Background: an optimization exercise with open tools, aiming at small area. Do not read the settings as production practice.
Only simulation tests tie the RTL to the original design; equivalence was not proved.
The clock port is modelled as an ideal driver; clocking choices that lean on that would not hold on a real chip.
Power and IR drop assume default switching activity.

==> flow/design.v <==
module UART_SYS
(
 input   wire                          CLK,
 input   wire                          RST_N,
 input   wire                          UART_RX_IN,
 output  wire                          UART_TX_O,
 output  reg                           parity_error,
 output  reg                           framing_error
);
reg  [6:0]  pos;
wire        tick = &pos[3:0];
wire        wrap = &pos;
wire        last7 = pos[2:0] == 3'd7;
reg         clr;             
always @(posedge CLK or negedge RST_N)
  if (!RST_N) begin
    pos <= 7'd32;
    clr <= 1'b1;
  end else begin
    pos <= wrap ? 7'd32 : pos + 7'd1;
    if (wrap) clr <= 1'b0;
  end
reg        act;              
reg  [3:0] bc;               
reg  [7:0] rxd;
reg        rpar;
wire       rxv  = tick && act && (bc == 4'd10) && UART_RX_IN && !parity_error;
always @(posedge CLK or negedge RST_N)
  if (!RST_N) begin
    act <= 1'b0;
    parity_error  <= 1'b0;
    framing_error <= 1'b0;
  end else if (tick) begin
    if (!act) begin
      if (!UART_RX_IN) act <= 1'b1;
    end else begin
      if (bc == 4'd9) parity_error <= rpar ^ UART_RX_IN;
      if (bc == 4'd10) begin
        framing_error <= !UART_RX_IN;
        act <= 1'b0;
      end
    end
  end
always @(posedge CLK)
  if (tick) begin
    if (!act) begin
      bc   <= 4'd1;
      rpar <= 1'b0;
    end else begin
      bc <= bc + 4'd1;
      if (bc <= 4'd8) begin
        rxd  <= {UART_RX_IN, rxd[7:1]};
        rpar <= rpar ^ UART_RX_IN;
      end
    end
  end
localparam [3:0] S_IDLE = 4'd0, S_AA1 = 4'd1, S_AA2 = 4'd2, S_BB1 = 4'd3,
                 S_CC1  = 4'd4, S_CC2 = 4'd5, S_FN  = 4'd6,
                 E_WR   = 4'd8, E_RD  = 4'd9, E_ALU = 4'd10, E_BB = 4'd11;
reg  [3:0]  ps;
wire [3:0]  es = ps;
reg  [3:0]  arg;
reg  [7:0]  ra, rb;           
reg  [15:0] P;
reg  [3:0]  tb;               
reg         req, hi, tpar;
reg         c, z;
reg  [95:0] ring;
wire [7:0]  H = P[15:8];
wire [7:0]  L = P[7:0];
wire [3:0]  fn = rxd[3:0];
wire        do_wr  = rxv && ps == S_AA2;               
wire        do_rd  = rxv && ps == S_BB1;               
wire        do_alu = rxv && ps == S_FN;                
wire        ringst = es == E_WR || es == E_RD;
wire        xfer   = ringst && pos[6:3] == arg;
always @(posedge CLK or negedge RST_N)
  if (!RST_N)
    ps <= S_IDLE;
  else if (rxv)
    case (ps)
      S_IDLE: ps <= (rxd == 8'hAA) ? S_AA1 :
                    (rxd == 8'hBB) ? S_BB1 :
                    (rxd == 8'hCC) ? S_CC1 :
                    (rxd == 8'hDD) ? S_FN  : S_IDLE;
      S_AA1:  ps <= S_AA2;
      S_AA2:  ps <= (arg[3:2] != 2'b00) ? E_WR : S_IDLE;
      S_BB1:  ps <= (fn[3:2] != 2'b00) ? E_RD : E_BB;
      S_CC1:  ps <= S_CC2;
      S_CC2:  ps <= S_FN;
      S_FN:   ps <= E_ALU;
      default: ps <= S_IDLE;
    endcase
  else if (last7 && (ps[3:1] == 3'b101 || (ps[3:1] == 3'b100 && xfer)))
    ps <= S_IDLE;
always @(posedge CLK) begin
  if (rxv && ps != S_AA2)
    arg <= fn;
  if (clr || (rxv && (ps == S_CC1 || (ps == S_AA2 && arg == 4'd0))))
    ra <= clr ? 8'd0 : rxd;
  if (clr || (rxv && (ps == S_CC2 || (ps == S_AA2 && arg == 4'd1))))
    rb <= clr ? 8'd0 : rxd;
end
wire        alust = es == E_ALU;
wire        bbst  = es == E_BB;
wire        mulst = alust && arg == 4'd2;
wire        divst = alust && arg == 4'd3;
wire [7:0]  ax = divst ? {H[6:0], L[7]} : H;
wire [7:0]  ay = divst ? ~rb : (mulst && L[0]) ? ra : 8'd0;
wire [8:0]  asum = {1'b0, ax} + {1'b0, ay} + {8'd0, divst};
wire [7:0]  s  = asum[7:0];
wire        co = asum[8];
wire        bnz = |rb;
wire        ge = (H[7] | co) & bnz;            
wire        sa  = H[0];
wire        sb  = L[0];
wire        sbx = (arg == 4'd0) ? sb : !sb;           
wire        cn  = (arg == 4'd14) ? sa : ((sa & sbx) | (sa & c) | (sbx & c));
wire        zn  = z & !(sa ^ sb);
reg         fb;
always @(*)
  if (bbst)
    case (arg[1:0])
      2'd0: fb = sa;
      2'd1: fb = sb;
      2'd2: fb = pos[2:0] == 3'd0 || pos[2:0] == 3'd6;    
      default: fb = pos[2:0] == 3'd4;                    
    endcase
  else
    case (arg)
      4'd0, 4'd1: fb = sa ^ sbx ^ c;
      4'd4:  fb = sa & sb;
      4'd5:  fb = sa | sb;
      4'd6:  fb = !(sa & sb);
      4'd7:  fb = !(sa | sb);
      4'd8:  fb = sa ^ sb;
      4'd9:  fb = !(sa ^ sb);
      4'd13: fb = H[1];
      4'd14: fb = c;
      default: fb = 1'b0;
    endcase
reg  [7:0]  hip;         
always @(*)
  case (arg)
    4'd0, 4'd14: hip = {7'd0, cn};
    4'd1:        hip = {8{!cn}};
    4'd6, 4'd7, 4'd9: hip = 8'hFF;
    default:     hip = 8'h00;
  endcase
wire        txdata = (tb >= 4'd2) && (tb <= 4'd9);
wire        txnext = tick && (tb == 4'd0 || tb == 4'd11);
always @(posedge CLK or negedge RST_N)
  if (!RST_N) begin
    req <= 1'b0;
    hi  <= 1'b0;
  end else begin
    if (txnext) begin
      if (req)     req <= 1'b0;
      else if (hi) hi  <= 1'b0;
    end
    if ((xfer || bbst || alust) && last7) begin
      if (es != E_WR) req <= 1'b1;
      if (alust)      hi  <= 1'b1;
    end
  end
always @(posedge CLK)
  if (do_alu || do_rd) begin
    c <= (fn == 4'd0 || fn == 4'd14) ? 1'b0 : 1'b1;
    z <= 1'b1;
  end else begin
    c <= cn;
    z <= zn;
  end
wire        serst = bbst || (alust && !mulst);         
wire        alul  = alust && last7;                    
wire        lin   = xfer ? ring[0] : serst ? fb : s[0];
wire        cx    = alul && arg == 4'd11 && cn && !zn;
wire        cy    = alul && ((arg == 4'd10 && zn) || (arg == 4'd12 && !cn));
always @(posedge CLK) begin
  if (do_wr)
    P[7:0] <= rxd;
  else if (do_alu || do_rd)
    P <= {(fn[3:1] == 3'd1) ? 8'd0 : ra, (fn == 4'd3) ? ra : rb};
  else if (divst) begin
    P[15:8] <= last7 ? 8'd0 : ge ? s : ax;
    P[7:0]  <= {L[6:0], ge};
  end else if (serst || mulst || xfer || (tick && txdata)) begin
    P[15:8] <= {co, s[7:1]} | (alul ? hip : 8'd0);
    P[7:0]  <= {lin, L[7:3], L[2] | cx | cy & arg[2], L[1] | cy};
  end
end
always @(posedge CLK)
  ring <= {clr ? 1'b0 : (xfer && es == E_WR) ? L[0] : ring[0], ring[95:1]};
always @(posedge CLK or negedge RST_N)
  if (!RST_N)
    tb <= 4'd0;
  else if (tick) begin
    if (tb == 4'd0 || tb == 4'd11)
      tb <= (req || hi) ? 4'd1 : 4'd0;
    else
      tb <= tb + 4'd1;
  end
always @(posedge CLK)
  if (tick) begin
    if (tb == 4'd1) tpar <= 1'b0;
    else if (txdata) tpar <= tpar ^ P[0];
  end
assign UART_TX_O = (tb == 4'd1) ? 1'b0 :
                   txdata       ? P[0] :
                   (tb == 4'd10) ? tpar : 1'b1;
endmodule
clock: 32.0 ns
lec_check: 0
abc_area: 1
cap_margin: 10
core_margin: 2
core_utilization: 65
cts_buf_list: sky130_fd_sc_hd__clkbuf_8
slew_margin: 10
standard.sh (not shown) runs the stock make flow with config.mk's settings and CLKGATE_MAP_FILE= SYNTH_SCRIPT=/design/flow/synth_recipe.tcl, a recipe that flattens the netlist after the stock synthesis.
==> flow/flow/run.sh <==
#!/bin/bash
# Standard layout (standard synthesis unchanged), with these changes:
# - after floorplan, flow/rmp.tcl re-maps the combinational logic for area
#   (OpenROAD restructure) onto the platform's cells less its don't-use cells;
# - clock tree synthesis adds no dummy loads, and flow/down.tcl then downsizes
#   clock buffers while every flip-flop clock pin keeps a slew of at most 120 ps;
# - the port buffers use the smallest buffer cell.
set -euo pipefail
W=$(pwd)
python3 "$W/flow/rmp_lib.py" "$FLOW_HOME" "$W/rmp.lib" > rmp_lib.log 2>&1
export RMP_LIB="$W/rmp.lib"
bash standard.sh \
  "POST_FLOORPLAN_TCL=$W/flow/rmp.tcl" \
  "CTS_ARGS=-sink_clustering_enable -repair_clock_nets -buf_list sky130_fd_sc_hd__clkbuf_8 -dont_use_dummy_load" \
  "BUFFER_PORTS_ARGS=-buffer_cell sky130_fd_sc_hd__buf_1" \
  "POST_CTS_TCL=$W/flow/down.tcl" \
  finish > orfs_flow.log 2>&1
Other scripts of this flow, unchanged in this note and not shown: flow/flow/down.tcl, flow/flow/rmp.tcl, flow/flow/rmp_lib.py
Then changed:
--- a/flow/design.v
+++ b/flow/design.v
@@ -22,8 +22,9 @@
   end
 reg        act;              
-reg  [3:0] bc;               
-reg  [7:0] rxd;
+reg  [9:0] R;
 reg        rpar;
-wire       rxv  = tick && act && (bc == 4'd10) && UART_RX_IN && !parity_error;
+wire [7:0] rxd  = R[8:1];
+wire       rstop = act && R[0];                  
+wire       rxv  = tick && rstop && UART_RX_IN && !rpar;
 always @(posedge CLK or negedge RST_N)
   if (!RST_N) begin
@@ -34,10 +35,8 @@
     if (!act) begin
       if (!UART_RX_IN) act <= 1'b1;
-    end else begin
-      if (bc == 4'd9) parity_error <= rpar ^ UART_RX_IN;
-      if (bc == 4'd10) begin
-        framing_error <= !UART_RX_IN;
-        act <= 1'b0;
-      end
+    end else if (R[0]) begin
+      parity_error  <= rpar;
+      framing_error <= !UART_RX_IN;
+      act <= 1'b0;
     end
   end
@@ -45,12 +44,9 @@
   if (tick) begin
     if (!act) begin
-      bc   <= 4'd1;
+      if (!UART_RX_IN) R <= 10'b10_0000_0000;
       rpar <= 1'b0;
     end else begin
-      bc <= bc + 4'd1;
-      if (bc <= 4'd8) begin
-        rxd  <= {UART_RX_IN, rxd[7:1]};
-        rpar <= rpar ^ UART_RX_IN;
-      end
+      R    <= {UART_RX_IN, R[9:1]};
+      rpar <= rpar ^ UART_RX_IN;
     end
   end
Effect:
- via count is lower by a few percent
- total power went up slightly
- sequential power hardly moves
- routed wire length is about the same
- worst hold slack improves by 0.0072 ns
- die area goes down slightly
- clock power increases by a little under a tenth
- design area falls slightly

==> re-timing with driven ports <==
The results above use ideal ports. As a check the final layouts listed here were re-extracted and re-timed, cells and wires unchanged.
Step 1, drivers: a clkbuf_16 drives CLK and a buf_2 each remaining input, both assumed.
Step 2 also shifts input and output timing later by t, the mid clock arrival at the registers, as if the neighbouring blocks saw the same clock.
a / b / c = ideal / step 1 / step 2; a / b = the first two.
run | t, ns | setup WS [ns] | worst setup path after step 2 | worst slew at a driven data input, ns
the first run | 0.532 | 22.914 / 22.924 / 22.393 | input to register | 0.03
the second run | 0.755 | 23.431 / 23.438 / 22.683 | input to register | 0.03
After both steps every run listed still meets setup and hold. For the second run, which loses most, drivers alone change the setup slack by +0.007 ns; drivers and shift together by -0.748 ns.
